Background: an optimization exercise with open tools, aiming at small area and a short achievable clock period. Do not read the settings as production practice.
In this exercise RTL edits were held to simulation tests only and were not proved equivalent to the original.
The flow treats the clock pin as an ideal source, which a real chip does not have.
No activity file was given, so power comes from the tool's default toggle rates.

==> design.v <==
module SCPU(clk, rst_n, in_valid, instruction, MEM_out, busy, out_valid, out0, out1, out2, out3, out4, out5, out6, out7, out8, out9, out10, out11, out12, out13, out14, out15, WEN, ADDR, MEM_in);
input clk, rst_n, in_valid;
input [18:0] instruction;
input [15:0] MEM_out;
output busy, out_valid, WEN;
output [12:0] ADDR;
output [15:0] MEM_in;
output reg [15:0] out0, out1, out2, out3, out4, out5, out6, out7, out8, out9, out10, out11, out12, out13, out14, out15;
assign busy = 1'b0;
wire [15:0] rdA, rdB;
wire [3:0] s0_n, s10_n, s11_n;
wire c4_n, c80_n, c81_n;
wire [4:0] ahp1_n;
scpu_s1 u_s1(.r({out15, out14, out13, out12, out11, out10, out9, out8, out7, out6, out5, out4, out3, out2, out1, out0}), .ins(instruction), .rda(rdA), .rdb(rdB), .s0(s0_n), .c4(c4_n), .s10(s10_n), .c80(c80_n), .s11(s11_n), .c81(c81_n), .ahp1(ahp1_n));
reg v1, wen_r;
reg [2:0] op1;
reg [11:0] f1;
reg [15:0] A, B;
reg [3:0] s0_r, s10_r, s11_r;
reg c4_r, c80_r, c81_r;
reg [4:0] ahp1_r;
always @(posedge clk or negedge rst_n)
  if (!rst_n) begin v1 <= 1'b0; wen_r <= 1'b1; end
  else begin v1 <= in_valid; wen_r <= ~(in_valid & (instruction[18:16] == 3'd5)); end
always @(posedge clk) begin
  op1 <= instruction[18:16];
  f1 <= instruction[11:0];
  A <= rdA;
  B <= rdB;
  s0_r <= s0_n; s10_r <= s10_n; s11_r <= s11_n;
  c4_r <= c4_n; c80_r <= c80_n; c81_r <= c81_n;
  ahp1_r <= ahp1_n;
end
assign WEN = wen_r;
wire c8 = c80_r | (c4_r & c81_r);
assign ADDR = {c8 ? ahp1_r : A[12:8], c4_r ? s11_r : s10_r, s0_r};
assign MEM_in = B;
wire [86:0] mrow;
wire [15:0] r1_n;
wire r2b_n;
scpu_s2 u_s2(.a(A), .b(B), .op(op1), .f(f1[7:0]), .m(mrow), .r1(r1_n), .r2b(r2b_n));
reg v2, we1, we2, ld2, mul2, ov, r2b_r;
reg [3:0] d1, d2;
reg [15:0] r1_r;
reg q0_0, q0_1, q1_0, q2_0, q2_1, q2_2, q3_0, q3_1, q4_0, q4_1, q4_2, q5_0, q5_1, q5_2, q6_0, q6_1, q6_2, q7_0, q7_1, q7_2, q8_0, q8_1, q8_2, q9_0, q9_1, q9_2, q10_0, q10_1, q10_2, q11_0, q11_1, q11_2, q12_0, q12_1, q12_2, q13_0, q13_1, q13_2, q14_0, q14_1, q14_2, q15_0, q15_1, q15_2, q16_0, q16_1, q16_2, q17_0, q17_1, q17_2, q18_0, q18_1, q18_2, q19_0, q19_1, q19_2, q20_0, q20_1, q20_2, q21_0, q21_1, q21_2, q22_0, q22_1, q22_2, q23_0, q23_1, q23_2, q24_0, q24_1, q24_2, q25_0, q25_1, q25_2, q26_0, q26_1, q26_2, q27_0, q27_1, q27_2, q28_0, q28_1, q28_2, q29_0, q29_1, q30_0, q31_0;
always @(posedge clk or negedge rst_n)
  if (!rst_n) begin v2 <= 1'b0; we1 <= 1'b0; we2 <= 1'b0; end
  else begin
    v2 <= v1;
    we1 <= v1 & (op1 != 3'd5);
    we2 <= v1 & ((op1 == 3'd1) | (op1 == 3'd2) | (op1 == 3'd7));
  end
always @(posedge clk) begin
  ld2 <= (op1 == 3'd6);
  mul2 <= (op1 == 3'd1);
  d1 <= ((op1 == 3'd3) | (op1 == 3'd4) | (op1 == 3'd6)) ? f1[11:8] : f1[7:4];
  d2 <= f1[3:0];
  r1_r <= r1_n;
  r2b_r <= r2b_n;
  q0_0 <= mrow[0];
  q0_1 <= mrow[1];
  q1_0 <= mrow[2];
  q2_0 <= mrow[3];
  q2_1 <= mrow[4];
  q2_2 <= mrow[5];
  q3_0 <= mrow[6];
  q3_1 <= mrow[7];
  q4_0 <= mrow[8];
  q4_1 <= mrow[9];
  q4_2 <= mrow[10];
  q5_0 <= mrow[11];
  q5_1 <= mrow[12];
  q5_2 <= mrow[13];
  q6_0 <= mrow[14];
  q6_1 <= mrow[15];
  q6_2 <= mrow[16];
  q7_0 <= mrow[17];
  q7_1 <= mrow[18];
  q7_2 <= mrow[19];
  q8_0 <= mrow[20];
  q8_1 <= mrow[21];
  q8_2 <= mrow[22];
  q9_0 <= mrow[23];
  q9_1 <= mrow[24];
  q9_2 <= mrow[25];
  q10_0 <= mrow[26];
  q10_1 <= mrow[27];
  q10_2 <= mrow[28];
  q11_0 <= mrow[29];
  q11_1 <= mrow[30];
  q11_2 <= mrow[31];
  q12_0 <= mrow[32];
  q12_1 <= mrow[33];
  q12_2 <= mrow[34];
  q13_0 <= mrow[35];
  q13_1 <= mrow[36];
  q13_2 <= mrow[37];
  q14_0 <= mrow[38];
  q14_1 <= mrow[39];
  q14_2 <= mrow[40];
  q15_0 <= mrow[41];
  q15_1 <= mrow[42];
  q15_2 <= mrow[43];
  q16_0 <= mrow[44];
  q16_1 <= mrow[45];
  q16_2 <= mrow[46];
  q17_0 <= mrow[47];
  q17_1 <= mrow[48];
  q17_2 <= mrow[49];
  q18_0 <= mrow[50];
  q18_1 <= mrow[51];
  q18_2 <= mrow[52];
  q19_0 <= mrow[53];
  q19_1 <= mrow[54];
  q19_2 <= mrow[55];
  q20_0 <= mrow[56];
  q20_1 <= mrow[57];
  q20_2 <= mrow[58];
  q21_0 <= mrow[59];
  q21_1 <= mrow[60];
  q21_2 <= mrow[61];
  q22_0 <= mrow[62];
  q22_1 <= mrow[63];
  q22_2 <= mrow[64];
  q23_0 <= mrow[65];
  q23_1 <= mrow[66];
  q23_2 <= mrow[67];
  q24_0 <= mrow[68];
  q24_1 <= mrow[69];
  q24_2 <= mrow[70];
  q25_0 <= mrow[71];
  q25_1 <= mrow[72];
  q25_2 <= mrow[73];
  q26_0 <= mrow[74];
  q26_1 <= mrow[75];
  q26_2 <= mrow[76];
  q27_0 <= mrow[77];
  q27_1 <= mrow[78];
  q27_2 <= mrow[79];
  q28_0 <= mrow[80];
  q28_1 <= mrow[81];
  q28_2 <= mrow[82];
  q29_0 <= mrow[83];
  q29_1 <= mrow[84];
  q30_0 <= mrow[85];
  q31_0 <= mrow[86];
end
wire [255:0] nrf;
scpu_s3 u_s3(.q({q31_0, q30_0, q29_1, q29_0, q28_2, q28_1, q28_0, q27_2, q27_1, q27_0, q26_2, q26_1, q26_0, q25_2, q25_1, q25_0, q24_2, q24_1, q24_0, q23_2, q23_1, q23_0, q22_2, q22_1, q22_0, q21_2, q21_1, q21_0, q20_2, q20_1, q20_0, q19_2, q19_1, q19_0, q18_2, q18_1, q18_0, q17_2, q17_1, q17_0, q16_2, q16_1, q16_0, q15_2, q15_1, q15_0, q14_2, q14_1, q14_0, q13_2, q13_1, q13_0, q12_2, q12_1, q12_0, q11_2, q11_1, q11_0, q10_2, q10_1, q10_0, q9_2, q9_1, q9_0, q8_2, q8_1, q8_0, q7_2, q7_1, q7_0, q6_2, q6_1, q6_0, q5_2, q5_1, q5_0, q4_2, q4_1, q4_0, q3_1, q3_0, q2_2, q2_1, q2_0, q1_0, q0_1, q0_0}), .r1(r1_r), .r2b(r2b_r), .mul(mul2), .ld(ld2), .we1(we1), .we2(we2), .d1(d1), .d2(d2), .mo(MEM_out), .r({out15, out14, out13, out12, out11, out10, out9, out8, out7, out6, out5, out4, out3, out2, out1, out0}), .nr(nrf));
assign out_valid = ov;
always @(posedge clk or negedge rst_n)
  if (!rst_n) begin
    ov <= 1'b0;
    out0 <= 16'd0;
    out1 <= 16'd0;
    out2 <= 16'd0;
    out3 <= 16'd0;
    out4 <= 16'd0;
    out5 <= 16'd0;
    out6 <= 16'd0;
    out7 <= 16'd0;
    out8 <= 16'd0;
    out9 <= 16'd0;
    out10 <= 16'd0;
    out11 <= 16'd0;
    out12 <= 16'd0;
    out13 <= 16'd0;
    out14 <= 16'd0;
    out15 <= 16'd0;
  end else begin
    ov <= v2;
    out0 <= nrf[15:0];
    out1 <= nrf[31:16];
    out2 <= nrf[47:32];
    out3 <= nrf[63:48];
    out4 <= nrf[79:64];
    out5 <= nrf[95:80];
    out6 <= nrf[111:96];
    out7 <= nrf[127:112];
    out8 <= nrf[143:128];
    out9 <= nrf[159:144];
    out10 <= nrf[175:160];
    out11 <= nrf[191:176];
    out12 <= nrf[207:192];
    out13 <= nrf[223:208];
    out14 <= nrf[239:224];
    out15 <= nrf[255:240];
  end
endmodule
module scpu_s1(r, ins, rda, rdb, s0, c4, s10, c80, s11, c81, ahp1);
input [255:0] r;
input [18:0] ins;
output [15:0] rda, rdb;
output [3:0] s0, s10, s11;
output c4, c80, c81;
output [4:0] ahp1;
wire [15:0] sa = 16'd1 << ins[15:12];
wire [15:0] sb = 16'd1 << ins[11:8];
reg [15:0] ta, tb;
integer i;
always @(*) begin
  ta = 16'd0; tb = 16'd0;
  for (i = 0; i < 16; i = i + 1) begin
    ta = ta | (r[16*i +: 16] & {16{sa[i]}});
    tb = tb | (r[16*i +: 16] & {16{sb[i]}});
  end
end
assign rda = ta;
assign rdb = tb;
wire [7:0] ag = ta[7:0] & ins[7:0];
wire [7:0] at = ta[7:0] | ins[7:0];
wire [7:0] ap = ta[7:0] ^ ins[7:0];
assign s0 = ap[3:0] ^ {(ag[0] & at[1] & at[2]) | (ag[1] & at[2]) | (ag[2]), (ag[0] & at[1]) | (ag[1]), (ag[0]), 1'b0};
assign c4 = (ag[0] & at[1] & at[2] & at[3]) | (ag[1] & at[2] & at[3]) | (ag[2] & at[3]) | (ag[3]);
assign s10 = ap[7:4] ^ {(ag[4] & at[5] & at[6]) | (ag[5] & at[6]) | (ag[6]), (ag[4] & at[5]) | (ag[5]), (ag[4]), 1'b0};
assign c80 = (ag[4] & at[5] & at[6] & at[7]) | (ag[5] & at[6] & at[7]) | (ag[6] & at[7]) | (ag[7]);
assign s11 = ap[7:4] ^ {(at[4] & at[5] & at[6]) | (ag[4] & at[5] & at[6]) | (ag[5] & at[6]) | (ag[6]), (at[4] & at[5]) | (ag[4] & at[5]) | (ag[5]), (at[4]) | (ag[4]), (1'b1)};
assign c81 = (at[4] & at[5] & at[6] & at[7]) | (ag[4] & at[5] & at[6] & at[7]) | (ag[5] & at[6] & at[7]) | (ag[6] & at[7]) | (ag[7]);
assign ahp1 = ta[12:8] + 5'd1;
endmodule
module scpu_s2(a, b, op, f, m, r1, r2b);
input [15:0] a, b;
input [2:0] op;
input [7:0] f;
output [86:0] m;
output [15:0] r1;
output r2b;
wire [16:0] bx = {b, 1'b0};
wire [16:0] ax = {a[15], a};
wire [7:0] one, two, ng, nsx;
assign one[0] = bx[1] ^ bx[0];
assign two[0] = (bx[2] & ~bx[1] & ~bx[0]) | (~bx[2] & bx[1] & bx[0]);
assign ng[0] = bx[2];
assign one[1] = bx[3] ^ bx[2];
assign two[1] = (bx[4] & ~bx[3] & ~bx[2]) | (~bx[4] & bx[3] & bx[2]);
assign ng[1] = bx[4];
assign one[2] = bx[5] ^ bx[4];
assign two[2] = (bx[6] & ~bx[5] & ~bx[4]) | (~bx[6] & bx[5] & bx[4]);
assign ng[2] = bx[6];
assign one[3] = bx[7] ^ bx[6];
assign two[3] = (bx[8] & ~bx[7] & ~bx[6]) | (~bx[8] & bx[7] & bx[6]);
assign ng[3] = bx[8];
assign one[4] = bx[9] ^ bx[8];
assign two[4] = (bx[10] & ~bx[9] & ~bx[8]) | (~bx[10] & bx[9] & bx[8]);
assign ng[4] = bx[10];
assign one[5] = bx[11] ^ bx[10];
assign two[5] = (bx[12] & ~bx[11] & ~bx[10]) | (~bx[12] & bx[11] & bx[10]);
assign ng[5] = bx[12];
assign one[6] = bx[13] ^ bx[12];
assign two[6] = (bx[14] & ~bx[13] & ~bx[12]) | (~bx[14] & bx[13] & bx[12]);
assign ng[6] = bx[14];
assign one[7] = bx[15] ^ bx[14];
assign two[7] = (bx[16] & ~bx[15] & ~bx[14]) | (~bx[16] & bx[15] & bx[14]);
assign ng[7] = bx[16];
wire [16:0] pp0 = (({17{one[0]}} & ax) | ({17{two[0]}} & {ax[15:0], 1'b0})) ^ {17{ng[0]}};
assign nsx[0] = ~pp0[16];
wire [16:0] pp1 = (({17{one[1]}} & ax) | ({17{two[1]}} & {ax[15:0], 1'b0})) ^ {17{ng[1]}};
assign nsx[1] = ~pp1[16];
wire [16:0] pp2 = (({17{one[2]}} & ax) | ({17{two[2]}} & {ax[15:0], 1'b0})) ^ {17{ng[2]}};
assign nsx[2] = ~pp2[16];
wire [16:0] pp3 = (({17{one[3]}} & ax) | ({17{two[3]}} & {ax[15:0], 1'b0})) ^ {17{ng[3]}};
assign nsx[3] = ~pp3[16];
wire [16:0] pp4 = (({17{one[4]}} & ax) | ({17{two[4]}} & {ax[15:0], 1'b0})) ^ {17{ng[4]}};
assign nsx[4] = ~pp4[16];
wire [16:0] pp5 = (({17{one[5]}} & ax) | ({17{two[5]}} & {ax[15:0], 1'b0})) ^ {17{ng[5]}};
assign nsx[5] = ~pp5[16];
wire [16:0] pp6 = (({17{one[6]}} & ax) | ({17{two[6]}} & {ax[15:0], 1'b0})) ^ {17{ng[6]}};
assign nsx[6] = ~pp6[16];
wire [16:0] pp7 = (({17{one[7]}} & ax) | ({17{two[7]}} & {ax[15:0], 1'b0})) ^ {17{ng[7]}};
assign nsx[7] = ~pp7[16];
wire mhs0, mhc0, mhs1, mhc1, mfs0, mfc0, mhs2, mhc2, mfs1, mfc1, mhs3, mhc3, mfs2, mfc2, mfs3, mfc3, mhs4, mhc4, mfs4, mfc4, mfs5, mfc5, mhs5, mhc5, mfs6, mfc6, mfs7, mfc7, mhs6, mhc6, mfs8, mfc8, mfs9, mfc9, mhs7, mhc7, mfs10, mfc10, mfs11, mfc11, mhs8, mhc8, mfs12, mfc12, mfs13, mfc13, mfs14, mfc14, mhs9, mhc9, mhs10, mhc10, mhs11, mhc11, mfs15, mfc15, mhs12, mhc12, mfs16, mfc16, mhs13, mhc13, mfs17, mfc17, mfs18, mfc18, mfs19, mfc19, mfs20, mfc20, mfs21, mfc21, mfs22, mfc22, mfs23, mfc23, mfs24, mfc24, mfs25, mfc25, mfs26, mfc26, mfs27, mfc27, mfs28, mfc28, mfs29, mfc29, mfs30, mfc30, mfs31, mfc31, mfs32, mfc32, mfs33, mfc33, mfs34, mfc34, mfs35, mfc35, mfs36, mfc36, mfs37, mfc37, mfs38, mfc38, mfs39, mfc39, mfs40, mfc40, mfs41, mfc41, mfs42, mfc42, mfs43, mfc43, mhs14, mhc14, mfs44, mfc44, mhs15, mhc15, mhs16, mhc16, mhs17, mhc17, mfs45, mfc45, mfs46, mfc46, mfs47, mfc47, mfs48, mfc48, mfs49, mfc49, mfs50, mfc50, mfs51, mfc51, mfs52, mfc52, mfs53, mfc53, mfs54, mfc54, mfs55, mfc55, mfs56, mfc56, mfs57, mfc57, mfs58, mfc58, mfs59, mfc59, mfs60, mfc60, mfs61, mfc61, mfs62, mfc62, mfs63, mfc63, mfs64, mfc64, mfs65, mfc65, mhs18, mhc18;
assign mhs0 = pp0[10] ^ pp1[8];
assign mhc0 = pp0[10] & pp1[8];
assign mhs1 = pp0[11] ^ pp1[9];
assign mhc1 = pp0[11] & pp1[9];
assign mfs0 = pp0[12] ^ pp1[10] ^ pp2[8];
assign mfc0 = (pp0[12] & pp1[10]) | (pp0[12] & pp2[8]) | (pp1[10] & pp2[8]);
assign mhs2 = pp3[6] ^ pp4[4];
assign mhc2 = pp3[6] & pp4[4];
assign mfs1 = pp0[13] ^ pp1[11] ^ pp2[9];
assign mfc1 = (pp0[13] & pp1[11]) | (pp0[13] & pp2[9]) | (pp1[11] & pp2[9]);
assign mhs3 = pp3[7] ^ pp4[5];
assign mhc3 = pp3[7] & pp4[5];
assign mfs2 = pp0[14] ^ pp1[12] ^ pp2[10];
assign mfc2 = (pp0[14] & pp1[12]) | (pp0[14] & pp2[10]) | (pp1[12] & pp2[10]);
assign mfs3 = pp3[8] ^ pp4[6] ^ pp5[4];
assign mfc3 = (pp3[8] & pp4[6]) | (pp3[8] & pp5[4]) | (pp4[6] & pp5[4]);
assign mhs4 = pp6[2] ^ pp7[0];
assign mhc4 = pp6[2] & pp7[0];
assign mfs4 = pp0[15] ^ pp1[13] ^ pp2[11];
assign mfc4 = (pp0[15] & pp1[13]) | (pp0[15] & pp2[11]) | (pp1[13] & pp2[11]);
assign mfs5 = pp3[9] ^ pp4[7] ^ pp5[5];
assign mfc5 = (pp3[9] & pp4[7]) | (pp3[9] & pp5[5]) | (pp4[7] & pp5[5]);
assign mhs5 = pp6[3] ^ pp7[1];
assign mhc5 = pp6[3] & pp7[1];
assign mfs6 = pp0[16] ^ pp1[14] ^ pp2[12];
assign mfc6 = (pp0[16] & pp1[14]) | (pp0[16] & pp2[12]) | (pp1[14] & pp2[12]);
assign mfs7 = pp3[10] ^ pp4[8] ^ pp5[6];
assign mfc7 = (pp3[10] & pp4[8]) | (pp3[10] & pp5[6]) | (pp4[8] & pp5[6]);
assign mhs6 = pp6[4] ^ pp7[2];
assign mhc6 = pp6[4] & pp7[2];
assign mfs8 = pp0[16] ^ pp1[15] ^ pp2[13];
assign mfc8 = (pp0[16] & pp1[15]) | (pp0[16] & pp2[13]) | (pp1[15] & pp2[13]);
assign mfs9 = pp3[11] ^ pp4[9] ^ pp5[7];
assign mfc9 = (pp3[11] & pp4[9]) | (pp3[11] & pp5[7]) | (pp4[9] & pp5[7]);
assign mhs7 = pp6[5] ^ pp7[3];
assign mhc7 = pp6[5] & pp7[3];
assign mfs10 = nsx[0] ^ nsx[1] ^ pp2[14];
assign mfc10 = (nsx[0] & nsx[1]) | (nsx[0] & pp2[14]) | (nsx[1] & pp2[14]);
assign mfs11 = pp3[12] ^ pp4[10] ^ pp5[8];
assign mfc11 = (pp3[12] & pp4[10]) | (pp3[12] & pp5[8]) | (pp4[10] & pp5[8]);
assign mhs8 = pp6[6] ^ pp7[4];
assign mhc8 = pp6[6] & pp7[4];
assign mfs12 = 1'b1 ^ pp2[15] ^ pp3[13];
assign mfc12 = (1'b1 & pp2[15]) | (1'b1 & pp3[13]) | (pp2[15] & pp3[13]);
assign mfs13 = pp4[11] ^ pp5[9] ^ pp6[7];
assign mfc13 = (pp4[11] & pp5[9]) | (pp4[11] & pp6[7]) | (pp5[9] & pp6[7]);
assign mfs14 = nsx[2] ^ pp3[14] ^ pp4[12];
assign mfc14 = (nsx[2] & pp3[14]) | (nsx[2] & pp4[12]) | (pp3[14] & pp4[12]);
assign mhs9 = 1'b1 ^ pp3[15];
assign mhc9 = 1'b1 & pp3[15];
assign mhs10 = pp0[6] ^ pp1[4];
assign mhc10 = pp0[6] & pp1[4];
assign mhs11 = pp0[7] ^ pp1[5];
assign mhc11 = pp0[7] & pp1[5];
assign mfs15 = pp0[8] ^ pp1[6] ^ pp2[4];
assign mfc15 = (pp0[8] & pp1[6]) | (pp0[8] & pp2[4]) | (pp1[6] & pp2[4]);
assign mhs12 = pp3[2] ^ pp4[0];
assign mhc12 = pp3[2] & pp4[0];
assign mfs16 = pp0[9] ^ pp1[7] ^ pp2[5];
assign mfc16 = (pp0[9] & pp1[7]) | (pp0[9] & pp2[5]) | (pp1[7] & pp2[5]);
assign mhs13 = pp3[3] ^ pp4[1];
assign mhc13 = pp3[3] & pp4[1];
assign mfs17 = pp2[6] ^ pp3[4] ^ pp4[2];
assign mfc17 = (pp2[6] & pp3[4]) | (pp2[6] & pp4[2]) | (pp3[4] & pp4[2]);
assign mfs18 = pp5[0] ^ ng[5] ^ mhs0;
assign mfc18 = (pp5[0] & ng[5]) | (pp5[0] & mhs0) | (ng[5] & mhs0);
assign mfs19 = pp2[7] ^ pp3[5] ^ pp4[3];
assign mfc19 = (pp2[7] & pp3[5]) | (pp2[7] & pp4[3]) | (pp3[5] & pp4[3]);
assign mfs20 = pp5[1] ^ mhc0 ^ mhs1;
assign mfc20 = (pp5[1] & mhc0) | (pp5[1] & mhs1) | (mhc0 & mhs1);
assign mfs21 = pp5[2] ^ pp6[0] ^ ng[6];
assign mfc21 = (pp5[2] & pp6[0]) | (pp5[2] & ng[6]) | (pp6[0] & ng[6]);
assign mfs22 = mhc1 ^ mfs0 ^ mhs2;
assign mfc22 = (mhc1 & mfs0) | (mhc1 & mhs2) | (mfs0 & mhs2);
assign mfs23 = pp5[3] ^ pp6[1] ^ mfc0;
assign mfc23 = (pp5[3] & pp6[1]) | (pp5[3] & mfc0) | (pp6[1] & mfc0);
assign mfs24 = mhc2 ^ mfs1 ^ mhs3;
assign mfc24 = (mhc2 & mfs1) | (mhc2 & mhs3) | (mfs1 & mhs3);
assign mfs25 = ng[7] ^ mfc1 ^ mhc3;
assign mfc25 = (ng[7] & mfc1) | (ng[7] & mhc3) | (mfc1 & mhc3);
assign mfs26 = mfs2 ^ mfs3 ^ mhs4;
assign mfc26 = (mfs2 & mfs3) | (mfs2 & mhs4) | (mfs3 & mhs4);
assign mfs27 = mfc2 ^ mfc3 ^ mhc4;
assign mfc27 = (mfc2 & mfc3) | (mfc2 & mhc4) | (mfc3 & mhc4);
assign mfs28 = mfs4 ^ mfs5 ^ mhs5;
assign mfc28 = (mfs4 & mfs5) | (mfs4 & mhs5) | (mfs5 & mhs5);
assign mfs29 = mfc4 ^ mfc5 ^ mhc5;
assign mfc29 = (mfc4 & mfc5) | (mfc4 & mhc5) | (mfc5 & mhc5);
assign mfs30 = mfs6 ^ mfs7 ^ mhs6;
assign mfc30 = (mfs6 & mfs7) | (mfs6 & mhs6) | (mfs7 & mhs6);
assign mfs31 = mfc6 ^ mfc7 ^ mhc6;
assign mfc31 = (mfc6 & mfc7) | (mfc6 & mhc6) | (mfc7 & mhc6);
assign mfs32 = mfs8 ^ mfs9 ^ mhs7;
assign mfc32 = (mfs8 & mfs9) | (mfs8 & mhs7) | (mfs9 & mhs7);
assign mfs33 = mfc8 ^ mfc9 ^ mhc7;
assign mfc33 = (mfc8 & mfc9) | (mfc8 & mhc7) | (mfc9 & mhc7);
assign mfs34 = mfs10 ^ mfs11 ^ mhs8;
assign mfc34 = (mfs10 & mfs11) | (mfs10 & mhs8) | (mfs11 & mhs8);
assign mfs35 = pp7[5] ^ mfc10 ^ mfc11;
assign mfc35 = (pp7[5] & mfc10) | (pp7[5] & mfc11) | (mfc10 & mfc11);
assign mfs36 = mhc8 ^ mfs12 ^ mfs13;
assign mfc36 = (mhc8 & mfs12) | (mhc8 & mfs13) | (mfs12 & mfs13);
assign mfs37 = pp5[10] ^ pp6[8] ^ pp7[6];
assign mfc37 = (pp5[10] & pp6[8]) | (pp5[10] & pp7[6]) | (pp6[8] & pp7[6]);
assign mfs38 = mfc12 ^ mfc13 ^ mfs14;
assign mfc38 = (mfc12 & mfc13) | (mfc12 & mfs14) | (mfc13 & mfs14);
assign mfs39 = pp4[13] ^ pp5[11] ^ pp6[9];
assign mfc39 = (pp4[13] & pp5[11]) | (pp4[13] & pp6[9]) | (pp5[11] & pp6[9]);
assign mfs40 = pp7[7] ^ mfc14 ^ mhs9;
assign mfc40 = (pp7[7] & mfc14) | (pp7[7] & mhs9) | (mfc14 & mhs9);
assign mfs41 = nsx[3] ^ pp4[14] ^ pp5[12];
assign mfc41 = (nsx[3] & pp4[14]) | (nsx[3] & pp5[12]) | (pp4[14] & pp5[12]);
assign mfs42 = pp6[10] ^ pp7[8] ^ mhc9;
assign mfc42 = (pp6[10] & pp7[8]) | (pp6[10] & mhc9) | (pp7[8] & mhc9);
assign mfs43 = 1'b1 ^ pp4[15] ^ pp5[13];
assign mfc43 = (1'b1 & pp4[15]) | (1'b1 & pp5[13]) | (pp4[15] & pp5[13]);
assign mhs14 = pp6[11] ^ pp7[9];
assign mhc14 = pp6[11] & pp7[9];
assign mfs44 = nsx[4] ^ pp5[14] ^ pp6[12];
assign mfc44 = (nsx[4] & pp5[14]) | (nsx[4] & pp6[12]) | (pp5[14] & pp6[12]);
assign mhs15 = 1'b1 ^ pp5[15];
assign mhc15 = 1'b1 & pp5[15];
assign mhs16 = pp0[4] ^ pp1[2];
assign mhc16 = pp0[4] & pp1[2];
assign mhs17 = pp0[5] ^ pp1[3];
assign mhc17 = pp0[5] & pp1[3];
assign mfs45 = pp2[2] ^ pp3[0] ^ ng[3];
assign mfc45 = (pp2[2] & pp3[0]) | (pp2[2] & ng[3]) | (pp3[0] & ng[3]);
assign mfs46 = pp2[3] ^ pp3[1] ^ mhc10;
assign mfc46 = (pp2[3] & pp3[1]) | (pp2[3] & mhc10) | (pp3[1] & mhc10);
assign mfs47 = ng[4] ^ mhc11 ^ mfs15;
assign mfc47 = (ng[4] & mhc11) | (ng[4] & mfs15) | (mhc11 & mfs15);
assign mfs48 = mfc15 ^ mhc12 ^ mfs16;
assign mfc48 = (mfc15 & mhc12) | (mfc15 & mfs16) | (mhc12 & mfs16);
assign mfs49 = mfc16 ^ mhc13 ^ mfs17;
assign mfc49 = (mfc16 & mhc13) | (mfc16 & mfs17) | (mhc13 & mfs17);
assign mfs50 = mfc17 ^ mfc18 ^ mfs19;
assign mfc50 = (mfc17 & mfc18) | (mfc17 & mfs19) | (mfc18 & mfs19);
assign mfs51 = mfc19 ^ mfc20 ^ mfs21;
assign mfc51 = (mfc19 & mfc20) | (mfc19 & mfs21) | (mfc20 & mfs21);
assign mfs52 = mfc21 ^ mfc22 ^ mfs23;
assign mfc52 = (mfc21 & mfc22) | (mfc21 & mfs23) | (mfc22 & mfs23);
assign mfs53 = mfc23 ^ mfc24 ^ mfs25;
assign mfc53 = (mfc23 & mfc24) | (mfc23 & mfs25) | (mfc24 & mfs25);
assign mfs54 = mfc25 ^ mfc26 ^ mfs27;
assign mfc54 = (mfc25 & mfc26) | (mfc25 & mfs27) | (mfc26 & mfs27);
assign mfs55 = mfc27 ^ mfc28 ^ mfs29;
assign mfc55 = (mfc27 & mfc28) | (mfc27 & mfs29) | (mfc28 & mfs29);
assign mfs56 = mfc29 ^ mfc30 ^ mfs31;
assign mfc56 = (mfc29 & mfc30) | (mfc29 & mfs31) | (mfc30 & mfs31);
assign mfs57 = mfc31 ^ mfc32 ^ mfs33;
assign mfc57 = (mfc31 & mfc32) | (mfc31 & mfs33) | (mfc32 & mfs33);
assign mfs58 = mfc33 ^ mfc34 ^ mfs35;
assign mfc58 = (mfc33 & mfc34) | (mfc33 & mfs35) | (mfc34 & mfs35);
assign mfs59 = mfc35 ^ mfc36 ^ mfs37;
assign mfc59 = (mfc35 & mfc36) | (mfc35 & mfs37) | (mfc36 & mfs37);
assign mfs60 = mfc37 ^ mfc38 ^ mfs39;
assign mfc60 = (mfc37 & mfc38) | (mfc37 & mfs39) | (mfc38 & mfs39);
assign mfs61 = mfc39 ^ mfc40 ^ mfs41;
assign mfc61 = (mfc39 & mfc40) | (mfc39 & mfs41) | (mfc40 & mfs41);
assign mfs62 = mfc41 ^ mfc42 ^ mfs43;
assign mfc62 = (mfc41 & mfc42) | (mfc41 & mfs43) | (mfc42 & mfs43);
assign mfs63 = pp7[10] ^ mfc43 ^ mhc14;
assign mfc63 = (pp7[10] & mfc43) | (pp7[10] & mhc14) | (mfc43 & mhc14);
assign mfs64 = pp6[13] ^ pp7[11] ^ mfc44;
assign mfc64 = (pp6[13] & pp7[11]) | (pp6[13] & mfc44) | (pp7[11] & mfc44);
assign mfs65 = nsx[5] ^ pp6[14] ^ pp7[12];
assign mfc65 = (nsx[5] & pp6[14]) | (nsx[5] & pp7[12]) | (pp6[14] & pp7[12]);
assign mhs18 = 1'b1 ^ pp6[15];
assign mhc18 = 1'b1 & pp6[15];
assign m = {1'b1, nsx[7], pp7[15], 1'b1, mhc18, pp7[14], nsx[6], mhs18, mfc65, pp7[13], mfs65, mfc64, mhc15, mfs64, mfc63, mhs15, mfs63, mfc62, mfs44, mfs62, mfc61, mhs14, mfs61, mfc60, mfs42, mfs60, mfc59, mfs40, mfs59, mfc58, mfs38, mfs58, mfc57, mfs36, mfs57, mfc56, mfs34, mfs56, mfc55, mfs32, mfs55, mfc54, mfs30, mfs54, mfc53, mfs28, mfs53, mfc52, mfs26, mfs52, mfc51, mfs24, mfs51, mfc50, mfs22, mfs50, mfc49, mfs20, mfs49, mfc48, mfs18, mfs48, mfc47, mhs13, mfs47, mfc46, mhs12, mfs46, mfc45, mhs11, mfs45, mhc17, mhs10, mhs17, mhc16, pp2[1], mhs16, ng[2], pp2[0], pp1[1], pp0[3], ng[1], pp1[0], pp0[2], pp0[1], ng[0], pp0[0]};
wire [3:0] func = f[3:0];
wire sub = ((op == 3'd0) & (func == 4'd4)) | (op == 3'd4);
wire [15:0] y0 = (op == 3'd0) ? b : {{8{f[7]}}, f};
wire [15:0] sum = a + (y0 ^ {16{sub}}) + {15'd0, sub};
wire eq = (a == b);
wire signed [15:0] sa = a, sb = b;
wire lt = (sa < sb);
wire cmp = (op == 3'd2) ? eq : lt;
reg [15:0] t;
always @(*) begin
  t = 16'd0;
  case (op)
    3'd0: case (func)
            4'd0: t = a & b;
            4'd1: t = a | b;
            4'd2: t = a ^ b;
            4'd3, 4'd4: t = sum;
            default: t = 16'd0;
          endcase
    3'd3, 3'd4: t = sum;
    default: t = {15'd0, cmp};
  endcase
end
assign r1 = t;
assign r2b = ~cmp;
endmodule
module scpu_s3(q, r1, r2b, mul, ld, we1, we2, d1, d2, mo, r, nr);
input [86:0] q;
input [15:0] r1, mo;
input r2b, mul, ld, we1, we2;
input [3:0] d1, d2;
input [255:0] r;
output [255:0] nr;
wire q0_0 = q[0];
wire q0_1 = q[1];
wire q1_0 = q[2];
wire q2_0 = q[3];
wire q2_1 = q[4];
wire q2_2 = q[5];
wire q3_0 = q[6];
wire q3_1 = q[7];
wire q4_0 = q[8];
wire q4_1 = q[9];
wire q4_2 = q[10];
wire q5_0 = q[11];
wire q5_1 = q[12];
wire q5_2 = q[13];
wire q6_0 = q[14];
wire q6_1 = q[15];
wire q6_2 = q[16];
wire q7_0 = q[17];
wire q7_1 = q[18];
wire q7_2 = q[19];
wire q8_0 = q[20];
wire q8_1 = q[21];
wire q8_2 = q[22];
wire q9_0 = q[23];
wire q9_1 = q[24];
wire q9_2 = q[25];
wire q10_0 = q[26];
wire q10_1 = q[27];
wire q10_2 = q[28];
wire q11_0 = q[29];
wire q11_1 = q[30];
wire q11_2 = q[31];
wire q12_0 = q[32];
wire q12_1 = q[33];
wire q12_2 = q[34];
wire q13_0 = q[35];
wire q13_1 = q[36];
wire q13_2 = q[37];
wire q14_0 = q[38];
wire q14_1 = q[39];
wire q14_2 = q[40];
wire q15_0 = q[41];
wire q15_1 = q[42];
wire q15_2 = q[43];
wire q16_0 = q[44];
wire q16_1 = q[45];
wire q16_2 = q[46];
wire q17_0 = q[47];
wire q17_1 = q[48];
wire q17_2 = q[49];
wire q18_0 = q[50];
wire q18_1 = q[51];
wire q18_2 = q[52];
wire q19_0 = q[53];
wire q19_1 = q[54];
wire q19_2 = q[55];
wire q20_0 = q[56];
wire q20_1 = q[57];
wire q20_2 = q[58];
wire q21_0 = q[59];
wire q21_1 = q[60];
wire q21_2 = q[61];
wire q22_0 = q[62];
wire q22_1 = q[63];
wire q22_2 = q[64];
wire q23_0 = q[65];
wire q23_1 = q[66];
wire q23_2 = q[67];
wire q24_0 = q[68];
wire q24_1 = q[69];
wire q24_2 = q[70];
wire q25_0 = q[71];
wire q25_1 = q[72];
wire q25_2 = q[73];
wire q26_0 = q[74];
wire q26_1 = q[75];
wire q26_2 = q[76];
wire q27_0 = q[77];
wire q27_1 = q[78];
wire q27_2 = q[79];
wire q28_0 = q[80];
wire q28_1 = q[81];
wire q28_2 = q[82];
wire q29_0 = q[83];
wire q29_1 = q[84];
wire q30_0 = q[85];
wire q31_0 = q[86];
wire fhs0, fhc0, fhs1, fhc1, ffs0, ffc0, ffs1, ffc1, ffs2, ffc2, ffs3, ffc3, ffs4, ffc4, ffs5, ffc5, ffs6, ffc6, ffs7, ffc7, ffs8, ffc8, ffs9, ffc9, ffs10, ffc10, ffs11, ffc11, ffs12, ffc12, ffs13, ffc13, ffs14, ffc14, ffs15, ffc15, ffs16, ffc16, ffs17, ffc17, ffs18, ffc18, ffs19, ffc19, ffs20, ffc20, ffs21, ffc21, ffs22, ffc22, ffs23, ffc23, ffs24, ffc24, fhs2, fhc2;
assign fhs0 = q2_0 ^ q2_1;
assign fhc0 = q2_0 & q2_1;
assign fhs1 = q3_0 ^ q3_1;
assign fhc1 = q3_0 & q3_1;
assign ffs0 = q4_0 ^ q4_1 ^ q4_2;
assign ffc0 = (q4_0 & q4_1) | (q4_0 & q4_2) | (q4_1 & q4_2);
assign ffs1 = q5_0 ^ q5_1 ^ q5_2;
assign ffc1 = (q5_0 & q5_1) | (q5_0 & q5_2) | (q5_1 & q5_2);
assign ffs2 = q6_0 ^ q6_1 ^ q6_2;
assign ffc2 = (q6_0 & q6_1) | (q6_0 & q6_2) | (q6_1 & q6_2);
assign ffs3 = q7_0 ^ q7_1 ^ q7_2;
assign ffc3 = (q7_0 & q7_1) | (q7_0 & q7_2) | (q7_1 & q7_2);
assign ffs4 = q8_0 ^ q8_1 ^ q8_2;
assign ffc4 = (q8_0 & q8_1) | (q8_0 & q8_2) | (q8_1 & q8_2);
assign ffs5 = q9_0 ^ q9_1 ^ q9_2;
assign ffc5 = (q9_0 & q9_1) | (q9_0 & q9_2) | (q9_1 & q9_2);
assign ffs6 = q10_0 ^ q10_1 ^ q10_2;
assign ffc6 = (q10_0 & q10_1) | (q10_0 & q10_2) | (q10_1 & q10_2);
assign ffs7 = q11_0 ^ q11_1 ^ q11_2;
assign ffc7 = (q11_0 & q11_1) | (q11_0 & q11_2) | (q11_1 & q11_2);
assign ffs8 = q12_0 ^ q12_1 ^ q12_2;
assign ffc8 = (q12_0 & q12_1) | (q12_0 & q12_2) | (q12_1 & q12_2);
assign ffs9 = q13_0 ^ q13_1 ^ q13_2;
assign ffc9 = (q13_0 & q13_1) | (q13_0 & q13_2) | (q13_1 & q13_2);
assign ffs10 = q14_0 ^ q14_1 ^ q14_2;
assign ffc10 = (q14_0 & q14_1) | (q14_0 & q14_2) | (q14_1 & q14_2);
assign ffs11 = q15_0 ^ q15_1 ^ q15_2;
assign ffc11 = (q15_0 & q15_1) | (q15_0 & q15_2) | (q15_1 & q15_2);
assign ffs12 = q16_0 ^ q16_1 ^ q16_2;
assign ffc12 = (q16_0 & q16_1) | (q16_0 & q16_2) | (q16_1 & q16_2);
assign ffs13 = q17_0 ^ q17_1 ^ q17_2;
assign ffc13 = (q17_0 & q17_1) | (q17_0 & q17_2) | (q17_1 & q17_2);
assign ffs14 = q18_0 ^ q18_1 ^ q18_2;
assign ffc14 = (q18_0 & q18_1) | (q18_0 & q18_2) | (q18_1 & q18_2);
assign ffs15 = q19_0 ^ q19_1 ^ q19_2;
assign ffc15 = (q19_0 & q19_1) | (q19_0 & q19_2) | (q19_1 & q19_2);
assign ffs16 = q20_0 ^ q20_1 ^ q20_2;
assign ffc16 = (q20_0 & q20_1) | (q20_0 & q20_2) | (q20_1 & q20_2);
assign ffs17 = q21_0 ^ q21_1 ^ q21_2;
assign ffc17 = (q21_0 & q21_1) | (q21_0 & q21_2) | (q21_1 & q21_2);
assign ffs18 = q22_0 ^ q22_1 ^ q22_2;
assign ffc18 = (q22_0 & q22_1) | (q22_0 & q22_2) | (q22_1 & q22_2);
assign ffs19 = q23_0 ^ q23_1 ^ q23_2;
assign ffc19 = (q23_0 & q23_1) | (q23_0 & q23_2) | (q23_1 & q23_2);
assign ffs20 = q24_0 ^ q24_1 ^ q24_2;
assign ffc20 = (q24_0 & q24_1) | (q24_0 & q24_2) | (q24_1 & q24_2);
assign ffs21 = q25_0 ^ q25_1 ^ q25_2;
assign ffc21 = (q25_0 & q25_1) | (q25_0 & q25_2) | (q25_1 & q25_2);
assign ffs22 = q26_0 ^ q26_1 ^ q26_2;
assign ffc22 = (q26_0 & q26_1) | (q26_0 & q26_2) | (q26_1 & q26_2);
assign ffs23 = q27_0 ^ q27_1 ^ q27_2;
assign ffc23 = (q27_0 & q27_1) | (q27_0 & q27_2) | (q27_1 & q27_2);
assign ffs24 = q28_0 ^ q28_1 ^ q28_2;
assign ffc24 = (q28_0 & q28_1) | (q28_0 & q28_2) | (q28_1 & q28_2);
assign fhs2 = q29_0 ^ q29_1;
assign fhc2 = q29_0 & q29_1;
wire [31:0] fs = {q31_0, q30_0, ffc24, ffc23, ffc22, ffc21, ffc20, ffc19, ffc18, ffc17, ffc16, ffc15, ffc14, ffc13, ffc12, ffc11, ffc10, ffc9, ffc8, ffc7, ffc6, ffc5, ffc4, ffc3, ffc2, ffc1, ffc0, fhc1, fhc0, q2_2, q1_0, q0_0};
wire [31:0] fc = {1'b0, fhc2, fhs2, ffs24, ffs23, ffs22, ffs21, ffs20, ffs19, ffs18, ffs17, ffs16, ffs15, ffs14, ffs13, ffs12, ffs11, ffs10, ffs9, ffs8, ffs7, ffs6, ffs5, ffs4, ffs3, ffs2, ffs1, ffs0, fhs1, fhs0, 1'b0, q0_1};
wire [31:0] p = fs + fc;
wire [15:0] x1 = ld ? mo : r1;
wire [15:0] w1 = mul ? p[31:16] : x1;
wire [15:0] w2 = mul ? p[15:0] : {15'd0, r2b};
genvar g;
generate for (g = 0; g < 16; g = g + 1) begin : wb
  wire s2 = we2 && d2 == g;
  wire s1 = we1 && d1 == g && !s2;
  wire h = !(s1 | s2);
  genvar k;
  for (k = 0; k < 16; k = k + 1) begin : bt
    scpu_wbit u(.s2(s2), .w2(w2[k]), .s1(s1), .w1(w1[k]), .h(h), .q(r[16*g+k]), .d(nr[16*g+k]));
  end
end endgenerate
endmodule
module scpu_wbit(s2, w2, s1, w1, h, q, d);
input s2, w2, s1, w1, h, q;
output d;
assign d = (s2 & w2) | (s1 & w1) | (h & q);
endmodule
==> flow/run.sh <==
#!/bin/bash
set -euo pipefail
bash standard.sh "BUFFER_PORTS_ARGS=-buffer_cell sky130_fd_sc_hd__buf_1" finish > standard.log 2>&1
==> standard.sh <==
#!/bin/bash
# synth_recipe.tcl (not shown) runs the flow's synth.tcl, then flattens the netlist and writes it again
# the make line also repeats each setting of config.mk as NAME=value (left out here)
make -C /OpenROAD-flow-scripts/flow DESIGN_CONFIG=/design/flow/config.mk WORK_HOME=/design/flow/orfs CLKGATE_MAP_FILE= SYNTH_SCRIPT=/design/flow/synth_recipe.tcl "${@:-finish}"
==> config.mk <==
export PLATFORM = sky130hd
export DESIGN_NAME = SCPU
export DESIGN_NICKNAME = SCPU
export VERILOG_FILES = /design/flow/design.v
export SDC_FILE = /design/flow/constraint.sdc
export NUM_CORES = 8
export LEC_CHECK = 0
export ABC_AREA = 1
export CAP_MARGIN = 0
export CORE_MARGIN = 2
export CORE_UTILIZATION = 40
export CTS_CLUSTER_DIAMETER = 100
export CTS_CLUSTER_SIZE = 25
export SETUP_SLACK_MARGIN = 5
export SLEW_MARGIN = 0
export SYNTH_HIERARCHICAL = 1
export SYNTH_MINIMUM_KEEP_SIZE = 0
export TNS_END_PERCENT = 5
==> constraint.sdc <==
create_clock -name core_clock -period 8.0 [get_ports {clk}]
set_input_delay 1.6000 -clock core_clock [delete_from_list [all_inputs] [get_ports {clk}]]
set_output_delay 1.6000 -clock core_clock [all_outputs]
set_load 0.01 [all_outputs]
==> reports/metrics.yaml, run 1 <==
routing:
  dr_total_vias: 32477
  met2_length_mm: 67.8
  wl_met3_mm: 16.6
  viasPerCell: 5.91
  drc: 0
  drt-initial-drc-count: 3980
  ant_nets: 0
  routed_wl_mm: 154
  wl_per_cell_um: 28.0
  wl_met1_mm: 60.8
  drtPass1Iterations: 8
  highest_layer: "met5"
synthesis:
  yosys_register_bits: 443
  synth_cell_types: 56
  synthArstFlopShare_pct: 59.1
  seq_area_frac_synth_pct: 33.9
  syn-cell-area_mm2: 0.0300
  syn_inst: 4164
  ys.flop_type: "dfrtp_1"
  yosys_warnings: 9
  postSynthAreaPerCell_um2: 7.21
  synth_edf_count: 0
worst_setup_path:
  critPathTopFamily: "flip-flops"
  crit_path_max_incr_delay_ns: 0.37
  path_max_fanout: 4
  worst-path-buf-inv: 2
  arrival_ns: 1.55
  worst-r2r-setup-slack_ns: 4.89
  cp_data_required_time_ns: 6.40
  reg2reg_depth: 5
  path_cells: "clkbuf_4, o21ai_4, clkbuf_2"
  crit_type: "flip-flop to primary output"
  worst_setup_path_endpoint: "ADDR[6]"
  cp-startpoint: "c4_r$_DFF_P_"
  rr_endpoint: "out14[11]$_DFF_PN0_"
  worstSetupPathDepth: 3
  reg2reg_from: "ld2$_DFF_P_"
  cp-end-kind: "primary output"
  slowest_stage: "dfxtp_4"
  startpoint_type: "flip-flop"
placement:
  dp.cells: 5360
  dp_hpwl_mm: 115
  routabilityCongestion: 1.02
  dpl_cell_area_mm2: 0.0323
  port-buffer-count: 324
die:
  die_h_um: 278
  die_x_um: 278
  ioPinCount: 326
  fp.dieArea_mm2: 0.0773
  row_count: 100
  initial_core_util_pct: 40.3
  coreArea_mm2: 0.0744
cells_and_area:
  area_growth_pct: 16.5
  final_layout_size_suffix_gt1_share_pct: 10.5
  final_nets: 4773
  fin_area_mm2: 0.0350
  n_fill_cell: 7514
  antenna_cells: 0
  final_cells: 5498
outcome:
  status: "finished clean"
clock_tree:
  cts_tree: "built"
  hold_buffers: 0
  clockBufferDepth: 3
  htree_levels: 1
  clock_latency_ns: 0.66
  clk_pin_slew_ns: 0.10
  cts_inserted_buffers: 25
  cts.sinks: 443
  cts_root_buf: "clkbuf_16"
grt:
  grt_max_degree: 133
  grt_pass1_vias: 30052
  antenna_found_initial: 4
  track_usage_pct: 38.2
  grt_overflow: 0
  grt_pass1_wl_mm: 216
power:
  power_frac_comb_pct: 63.5
  p_int_uw: 7940
  seq_power_share_pct: 27.9
  p_per_area_mw_per_mm2: 529
  p_sw_uw: 10600
  irDropWorstVdd_mv: 0.230
  p_sw_share_pct: 57.1
  power_uw: 18500
  p_leak_uw: 0.0165
  clkPwrFrac_pct: 8.6
timing:
  setup_viol: 0
  min_period_over_period_pct: 39.4
  setup_tns_ns: 0
  slew_headroom_pct: 15.0
  rsz0062_at_grt: "true"
  finalHoldViolCount: 0
  timing.final.crit_period_ns: 3.15
  slew_violations: 0
  skew_ns: 0.0636
  worst_slew_pin_slew_ns: 1.27
  max_freq_mhz: 317
worst_hold_path:
  worst_hold_path_type: "flip-flop to flip-flop"
run:
  cap_violations: 0
==> final cells by class <==
class,count,area [um^2],share of cell area [%]
multi-input combinational,3145,18100,51.8
sequential,443,10200,29.2
timing repair buffer,492,2890,8.26
inverter,403,1660,4.74
tap,969,1210,3.46
clock buffer,30,686,1.96
clock inverter,13,179,0.511
timing repair inverter,3,26.3,0.0751
==> power by group through the flow <==
stage          clock, uW  sequential [uW]  combinational, uW
3_5_place_dp           0             5020              10800
4_1_cts             1610             5020              11100
6_report            1590             5170              11800
3_3_place_gp           0             5070              10700
5_1_grt             1680             5140              13000
2_1_floorplan          0             4410               8620
==> metrics by stage <==
| step | util, % | hold WS (ns) | worst slack [ns] |
|---|---|---|---|
| 2_1_floorplan | - | 0.331 | 4.65 |
| 3_3_place_gp | 43.4 | 0.347 | 3.51 |
| 3_5_place_dp | 43.4 | 0.342 | 3.45 |
| 4_1_cts | 46.2 | 0.373 | 4.77 |
| 5_1_grt | 47.0 | 0.386 | 4.82 |
| 6_report | 47.0 | 0.368 | 4.85 |
==> worst min path at each step <==
stage                      start            to  cells after the start  slack, ns
CTS                 v2$_DFF_PN0_  ov$_DFF_PN0_                      0       0.37
global placement    v2$_DFF_PN0_  ov$_DFF_PN0_                      0       0.35
floorplan           v2$_DFF_PN0_  ov$_DFF_PN0_                      0       0.33
finish              v2$_DFF_PN0_  ov$_DFF_PN0_                      0       0.37
detailed placement  v2$_DFF_PN0_  ov$_DFF_PN0_                      0       0.34
global route        v2$_DFF_PN0_  ov$_DFF_PN0_                      0       0.39
==> per-module statistics from Yosys (local to each module, per instance) <==
module | times used | cells inside | flip-flops and latches | area (um^2)
SCPU | 1 | 505 | 443 | 10500
scpu_s1 | 1 | 930 | 0 | 4550
scpu_s2 | 1 | 997 | 0 | 7190
scpu_s3 | 1 | 708 | 0 | 3660
scpu_wbit | 256 | 4 | 0 | 16.3
==> cells in the mapped netlist, types with 18 or more instances <==
cell          n  area [um^2]
fa_1         89         1780
buf_4        85          638
dfrtp_1     261         6530
xor2_1      141         1230
o21ai_0     101          505
nor3_1       31          155
o22ai_1     151          945
nand2_2      24          150
o21ai_1      21          105
dfxtp_1     181         3620
inv_1       356         1340
nand3_1     390         1950
inv_2        29          109
clkbuf_1     34          128
nand4_1      89          557
clkinv_1     18         67.6
ha_1        133         1660
nor2_1      232          871
buf_2        48          240
nand2_1    1489         5590
o2111ai_1    18          158
a21oi_1      91          455
==> worst reg2reg max path: stages (launching register included) <==
cell	delay, ns
dfxtp_1	0.80
inv_1	0.61
o21ai_0	0.88
nand2_2	0.48
nand2_1	0.16
nand3_1	0.08
==> per-layer routing <==
layer  global-route usage (%)  up-vias
li1                         -    14212
met4                     17.9        4
met5                        0        -
met1                     50.9    15678
met2                     59.8     2117
met3                     7.29      466
==> kinds of logic after synthesis <==
family / after synthesis / synth area share, %
muxes: 1 / 0.0333
other: 2 / 0.0250
and+or+nand+nor: 2300 / 32.2
xor gates and xnor gates: 154 / 4.49
adders and majority gates: 222 / 11.5
AOI/OAI and AO/OA: 459 / 9.27
buffers and inverters: 583 / 8.60
DFF: 443 / 33.9
==> repair_timing <==
action	4_1_cts	5_1_grt
buffers inserted	64	17
gates resized for setup	185	93
setup endpoints to repair	360	373
pin swaps	34	13
gates cloned	7	7
==> layout by cell type, fill, tap and decap left out, drive strengths merged, types with 43 or more instances in the layout <==
cell and instances:
o22ai 152, fa 89, buf 477, nand4 90, dfrtp 261, nor2 244
xor2 141, ha 133, o21ai 124, inv 387, a21oi 91, clkbuf 43
dfxtp 181, nand2 1522, nand3 401
==> run 2, diff against run 1 <==
--- a/config.mk
+++ b/config.mk
@@ -13,2 +13,3 @@
 export CTS_CLUSTER_SIZE = 25
+export PLACE_DENSITY = 0.5
 export SETUP_SLACK_MARGIN = 5
==> run 2 against run 1 <==
Effect of this change: still clean; clock skew fell by 0.020 ns; non-clock buffer count rose by 2; sequential share of layout area fell by 0.079 points; die area did not move; utilization rose by 0.14 points; register-to-register slack improved by 0.03 ns; power fell by 0.97%; clock power rose by 8%; cell area rose by 0.30%; synthesized cell count did not move; count of clock-buffer cells in the layout rose by 6; critical endpoint is now MEM_in[14]; largest cell class unchanged; largest power group unchanged.
==> reports/metrics.yaml, run 2 <==
die:
  initial_core_util_pct: 40.3
  fp.dieArea_mm2: 0.0773
  die_h_um: 278
  ioPinCount: 326
  coreArea_mm2: 0.0744
  row_count: 100
  die_x_um: 278
clock_tree:
  hold_buffers: 0
  clockBufferDepth: 3
  cts_inserted_buffers: 28
  cts.sinks: 443
  htree_levels: 1
  clock_latency_ns: 0.65
  cts_root_buf: "clkbuf_16"
  cts_tree: "built"
  clk_pin_slew_ns: 0.10
worst_setup_path:
  crit_type: "flip-flop to primary output"
  cp_data_required_time_ns: 6.40
  worst-path-buf-inv: 1
  worst-r2r-setup-slack_ns: 4.92
  path_max_fanout: 6
  cp-end-kind: "primary output"
  arrival_ns: 1.59
  critPathTopFamily: "flip-flops"
  path_cells: "buf_1"
  crit_path_max_incr_delay_ns: 0.73
  slowest_stage: "dfxtp_1"
  startpoint_type: "flip-flop"
synthesis:
  syn_inst: 4164
  yosys_register_bits: 443
  synth_most_common_cell: "nand2_1"
  synth_cell_types: 56
  synthArstFlopShare_pct: 59.1
  synth_edf_count: 0
  syn-cell-area_mm2: 0.0300
  synth.area.top_cells: "dfrtp_1 22%, nand2_1 19%, dfxtp_1 12%"
  seq_area_frac_synth_pct: 33.9
  yosys_warnings: 9
  synth_top_area_cell: "dfrtp_1"
  synth_common_cells: "1489 x nand2_1, 390 x nand3_1, 356 x inv_1, 261 x dfrtp_1, 232 x nor2_1"
  synth.top_cell.area_share_pct: 21.7
  postSynthAreaPerCell_um2: 7.21
  ys.flop_type: "dfrtp_1"
routing:
  drtPass1Iterations: 6
  drc: 0
  dr_total_vias: 31616
  viasPerCell: 5.74
  drt-initial-drc-count: 3863
  ant_nets: 0
  wl_per_cell_um: 28.2
  routed_wl_mm: 155
timing:
  setup_slack_ns: 4.81
  slew_violations: 0
  setup_tns_ns: 0
  min_period_over_period_pct: 39.8
  setup_viol: 0
  slew_headroom_pct: 17.0
  worst_slew_pin_slew_ns: 1.24
  timing.final.crit_period_ns: 3.19
  holdWs_ns: 0.366
  rsz0062_at_grt: "true"
  finalHoldViolCount: 0
  skew_ns: 0.0436
  max_freq_mhz: 314
power:
  p_int_uw: 7930
  p_leak_uw: 0.0165
  p_sw_uw: 10400
  clkPwrFrac_pct: 9.4
  irDropWorstVdd_mv: 0.224
  power_frac_comb_pct: 62.5
  p_sw_share_pct: 56.8
  seq_power_share_pct: 28.1
  p_per_area_mw_per_mm2: 523
grt:
  grt_pass1_wl_mm: 220
  grt_pass1_vias: 29514
  track_usage_pct: 39.0
  antenna_found_initial: 3
  grt_max_degree: 93
  grt_overflow: 0
run:
  cap_violations: 0
cells_and_area:
  final_nets: 4774
  fin_util_pct: 47.2
  n_fill_cell: 7644
  final_layout_size_suffix_gt1_share_pct: 10.7
  final_cell_mix: "1454 x nand2_1, 376 x nand3_1, 339 x inv_1"
  final_common_cell: "nand2_1"
  area_growth_pct: 16.9
worst_hold_path:
  worst_hold_path_type: "flip-flop to flip-flop"
placement:
  dp_hpwl_mm: 119
  routabilityCongestion: 1.00
  pre_cts_ws_ns: 3.23
  port-buffer-count: 324
outcome:
  status: "finished clean"
-- run 2: Yosys stat by module (local to each module, per instance) --
module | copies in the design | flops+latches | cells inside | area (um^2)
SCPU | 1 | 443 | 505 | 10500
scpu_wbit | 256 | 0 | 4 | 16.3
scpu_s3 | 1 | 0 | 708 | 3660
scpu_s2 | 1 | 0 | 997 | 7190
scpu_s1 | 1 | 0 | 930 | 4550
-- run 2: what timing repair did --
action	CTS	global route
pin swaps	31	21
buffers inserted	56	23
gates resized for setup	179	104
setup endpoints to repair	379	374
cloned	4	4
-- run 2: area by class of cell --
cell class | count | area, um^2 | area share (%)
Antenna cell | 3 | 7.51 | 0.0214
Clock buffer | 36 | 752 | 2.14
Clock inverter | 16 | 243 | 0.691
Inverter | 403 | 1680 | 4.80
Multi-Input combinational cell | 3143 | 18100 | 51.6
Sequential cell | 443 | 10200 | 29.1
Tap cell | 969 | 1210 | 3.45
Timing Repair Buffer | 494 | 2870 | 8.18
Timing Repair inverter | 1 | 8.76 | 0.0250
-- run 2: power groups by stage --
stage | combinational, uW | clock (uW) | sequential [uW]
floorplan | 8620 | 0 | 4410
global placement | 10800 | 0 | 5080
detailed placement | 10800 | 0 | 5040
CTS | 11100 | 1740 | 5040
global route | 12800 | 1820 | 5150
finish | 11500 | 1720 | 5160
-- run 2: cell families after synthesis --
kind of cell	Yosys count	synth area share [%]
AO/OA/AOI/OAI	459	9.27
XOR/XNOR	154	4.49
adder cells (fa/ha/maj)	222	11.5
buffers and inverters	583	8.60
flip-flops	443	33.9
multiplexers	1	0.0333
other	2	0.0250
AND/OR/NAND/NOR	2300	32.2
-- run 2: worst paths after layout --
check / startpoint / endpoint / cells past startpoint
min in group asynchronous: rst_n / out0[1]$_DFF_PN0_ / 1
hold reg to reg: v2$_DFF_PN0_ / ov$_DFF_PN0_ / 0
setup / recovery: B[14]$_DFF_P_ / MEM_in[14] / 1
hold / removal: v2$_DFF_PN0_ / ov$_DFF_PN0_ / 0
setup reg to reg: A[14]$_DFF_P_ / q17_2$_DFF_P_ / 6
max in group asynchronous: rst_n / out13[11]$_DFF_PN0_ / 2
-- run 2: per-stage QoR --
step / total power [uW] / instance area [um^2] / instances
after global placement: 15900 / 32300 / 5366
after CTS: 17900 / 34400 / 5478
after detailed placement: 15800 / 32300 / 5366
after floorplan: 13000 / 30200 / 4165
after global routing: 19700 / 35100 / 5505
final: 18300 / 35100 / 5508
-- run 2: layer usage --
| metal | track usage (%) | vias to the layer above | routed length (um) |
|---|---|---|---|
| met3 | 5.90 | 369 | 12200 |
| met2 | 63.9 | 1659 | 72200 |
| met5 | 0 | - | 39 |
| met4 | 17.3 | 6 | 8200 |
| met1 | 50.9 | 15350 | 62500 |
| li1 | - | 14232 | - |
==> run 3, diff against run 2 <==
==> flow/run.sh (replaced) <==
#!/bin/bash
set -euo pipefail
bash standard.sh "BUFFER_PORTS_ARGS=-buffer_cell sky130_fd_sc_hd__buf_1" "POST_CTS_TCL=$(pwd)/flow/post_cts.tcl" finish > standard.log 2>&1
==> flow/post_cts.tcl (new file) <==
# After CTS and its timing repair: downsize cells that are off the paths
# that limit the period (keeping the setup slack margin), then legalize.
log_cmd repair_timing -recover_power 100 -setup_margin $::env(SETUP_SLACK_MARGIN) -match_cell_footprint -verbose
set result [catch { detailed_placement } msg]
if { $result != 0 } { error "Detailed placement failed after power recovery: $msg" }
log_cmd estimate_parasitics -placement
report_worst_slack
--- a/config.mk
+++ b/config.mk
@@ -13,3 +13,2 @@
 export CTS_CLUSTER_SIZE = 25
-export PLACE_DENSITY = 0.5
 export SETUP_SLACK_MARGIN = 5
==> run 3 against run 2 <==
Effect of this change: clock power fell by 8%; synthesized area stayed put; still clean; critical path type is now input pin to flip-flop; combinational power increased by 5%; count of clock-buffer cells in the layout is 6 lower; cell area grew 1.4%; via count grew 3.6%; register-to-register slack better by 0.02 ns.
==> reports/metrics.yaml, run 3 <==
timing:
  timing.final.crit_period_ns: 3.20
  holdWs_ns: 0.367
  rsz0062_at_grt: "true"
  finalHoldViolCount: 0
  min_period_over_period_pct: 40.0
  setup_viol: 0
  skew_ns: 0.0600
  max_freq_mhz: 312
  slew_headroom_pct: 11.0
  setup_tns_ns: 0
  worst_slew_pin_slew_ns: 1.33
  slew_violations: 0
placement:
  dp_hpwl_mm: 115
  routabilityCongestion: 1.02
  port-buffer-count: 324
  dp.cells: 5360
power:
  p_leak_uw: 0.0168
  p_int_uw: 8140
  p_sw_uw: 10700
  p_per_area_mw_per_mm2: 529
  seq_power_share_pct: 27.5
  clkPwrFrac_pct: 8.5
  irDropWorstVdd_mv: 0.231
  power_frac_comb_pct: 64.0
  p_sw_share_pct: 56.8
clock_tree:
  clk_pin_slew_ns: 0.10
  cts.sinks: 443
  clock_latency_ns: 0.65
  cts_tree: "built"
cells_and_area:
  n_fill_cell: 7468
  area_growth_pct: 18.6
  fin_util_pct: 47.8
  final_cells: 5557
  seq_area_mm2: 0.0102
  multiInputGateArea_mm2: 0.0182
  final_common_cell: "nand2_1"
  final_cell_mix: "1464 x nand2_1, 378 x nand3_1, 342 x inv_1"
  final_layout_size_suffix_gt1_share_pct: 11.8
  final_nets: 4831
die:
  coreArea_mm2: 0.0744
  die_h_um: 278
  initial_core_util_pct: 40.3
  fp.dieArea_mm2: 0.0773
  ioPinCount: 326
  row_count: 100
  die_x_um: 278
synthesis:
  synth_compound_area_share_pct: 9.27
  synthAdderAreaFrac_pct: 11.5
  seq_area_frac_synth_pct: 33.9
  yosys_warnings: 9
  syn-cell-area_mm2: 0.0300
  synth_common_cells: "1489 x nand2_1, 390 x nand3_1, 356 x inv_1, 261 x dfrtp_1, 232 x nor2_1"
  yosys_register_bits: 443
  ys.flop_type: "dfrtp_1"
  synth_mux_area_share_pct: 0.0333
  synth_most_common_cell: "nand2_1"
  synth_cell_types: 56
  synth_edf_count: 0
  synth_xor_area_share_pct: 4.49
  postSynthAreaPerCell_um2: 7.21
  synth.top_cell.area_share_pct: 21.7
  synth_top_family_by_area: "simple AND/OR/NAND/NOR gates"
  synthSimpleGateAreaFrac_pct: 32.2
  synthArstFlopShare_pct: 59.1
  synth_top_area_cell: "dfrtp_1"
  syn_inst: 4164
  synth.area.top_cells: "dfrtp_1 22%, nand2_1 19%, dfxtp_1 12%"
grt:
  grt_pass1_vias: 30019
  grt_overflow: 0
  grt_pass1_wl_mm: 216
  track_usage_pct: 38.2
  antenna_found_initial: 3
  grt_max_degree: 133
routing:
  dr_total_vias: 32744
  ant_nets: 0
  drt-initial-drc-count: 4150
  wl_per_cell_um: 28.0
  routed_wl_mm: 156
  viasPerCell: 5.89
  drtPass1Iterations: 7
  drc: 0
worst_setup_path:
  arrival_ns: 3.63
  cp_data_required_time_ns: 8.43
  startpoint_type: "input pin"
  crit_type: "input pin to flip-flop"
  path_max_fanout: 13
  cp-end-kind: "flip-flop"
run:
  cap_violations: 0
worst_hold_path:
  worst_hold_path_type: "flip-flop to flip-flop"
outcome:
  status: "finished clean"
==> run 3: cell counts after synthesis <==
No cell type changed its count.
==> run 3: cell type report <==
type | count | area share [%]
inverters | 403 | 4.73
well taps | 969 | 3.40
diodes | 1 | 0.00703
clock inverters | 13 | 0.502
repair inverters | 4 | 0.0949
flip-flops and latches | 443 | 28.7
repair buffers | 550 | 9.54
clock buffers | 30 | 1.93
multi-input cells | 3144 | 51.1
==> run 3: cells by family after synthesis <==
family / Yosys count
XOR/XNOR: 154
buffers and inverters: 583
other: 2
multiplexers: 1
AND/OR/NAND/NOR: 2300
flip-flops: 443
AO/OA/AOI/OAI: 459
adder cells (fa/ha/maj): 222
==> run 3: critical path, cell delays in order <==
cell and delay [ns]:
buf_1 0.23, nor2_1 0.16, nand3_1 0.33, inv_1 0.42
nand2_1 0.15, nand4_1 0.12, nor3_1 0.34, nand3_1 0.26
==> run 3: per-module statistics from Yosys (local to each module, per instance) <==
module	cell area, um^2	cells inside	times used	flops+latches
SCPU	10500	505	1	443
scpu_s1	4550	930	1	0
scpu_s2	7190	997	1	0
scpu_s3	3660	708	1	0
scpu_wbit	16.3	4	256	0
==> run 3: power groups by stage <==
stage / Clock [uW] / Sequential (uW) / Combinational, uW
6_report: 1590 / 5180 / 12100
5_1_grt: 1680 / 5150 / 13300
3_5_place_dp: 0 / 5020 / 10800
3_3_place_gp: 0 / 5070 / 10700
2_1_floorplan: 0 / 4410 / 8620
==> run 3: stage by stage <==
step                      worst slack, ns  cell area (um^2)  total power [uW]
after global routing                 4.80             35600             20100
after detailed placement             3.45             32300             15800
after floorplan                      4.65             30200             13000
final                                4.80             35600             18800
after global placement               3.51             32300             15800
==> run 3: worst paths after layout <==
check | to | start | cells after the start | slack (ns)
worst max-delay path | B[7]$_DFF_P_ | instruction[8] | 8 | 4.80
worst min-delay path | ov$_DFF_PN0_ | v2$_DFF_PN0_ | 0 | 0.37
worst max register to register | out13[3]$_DFF_PN0_ | ld2$_DFF_P_ | 6 | 4.94
worst min register to register | ov$_DFF_PN0_ | v2$_DFF_PN0_ | 0 | 0.37
max in group asynchronous | we1$_DFF_PN0_ | rst_n | 2 | 6.07
min in group asynchronous | out7[12]$_DFF_PN0_ | rst_n | 1 | 0.79
==> run 3: metal layers <==
layer	track usage, %	up-vias	wire [um]
li1	-	14306	-
met1	51.0	15707	61100
met2	59.8	2229	68800
met3	7.12	498	16800
met4	17.8	4	8950
met5	0	-	23

port drivers added, routing unchanged:
The results above use ideal ports. As a check the final layouts listed here were re-extracted and re-timed, cells and wires unchanged.
Step 1: set_driving_cell puts a clkbuf_16 on clk and a buf_2 on each other input, an assumption about the parent block.
Step 2, shift: input delay + t, output delay - t, t = (earliest + latest rising clock arrival at the registers) / 2. This alone moves slack from input paths to output paths.
Three values: ideal, step 1, step 2; two values: the first two.
run | t, ns | slack for setup (ns) | latest minus earliest clock arrival (ns) | worst register clock-pin slew, ns
run 1 | 0.700 | 4.849 / 4.775 / 4.185 | 0.063 / 0.064 | 0.11 / 0.11
run 2 | 0.698 | 4.815 / 4.743 / 4.138 | 0.045 / 0.045 | 0.11 / 0.11
run 3 | 0.697 | 4.799 / 4.785 / 4.131 | 0.060 / 0.060 | 0.11 / 0.11
After both steps every run listed still meets setup and hold. The setup slack of run 2, which loses most, moves by -0.072 ns with the drivers and by -0.677 ns with both steps.
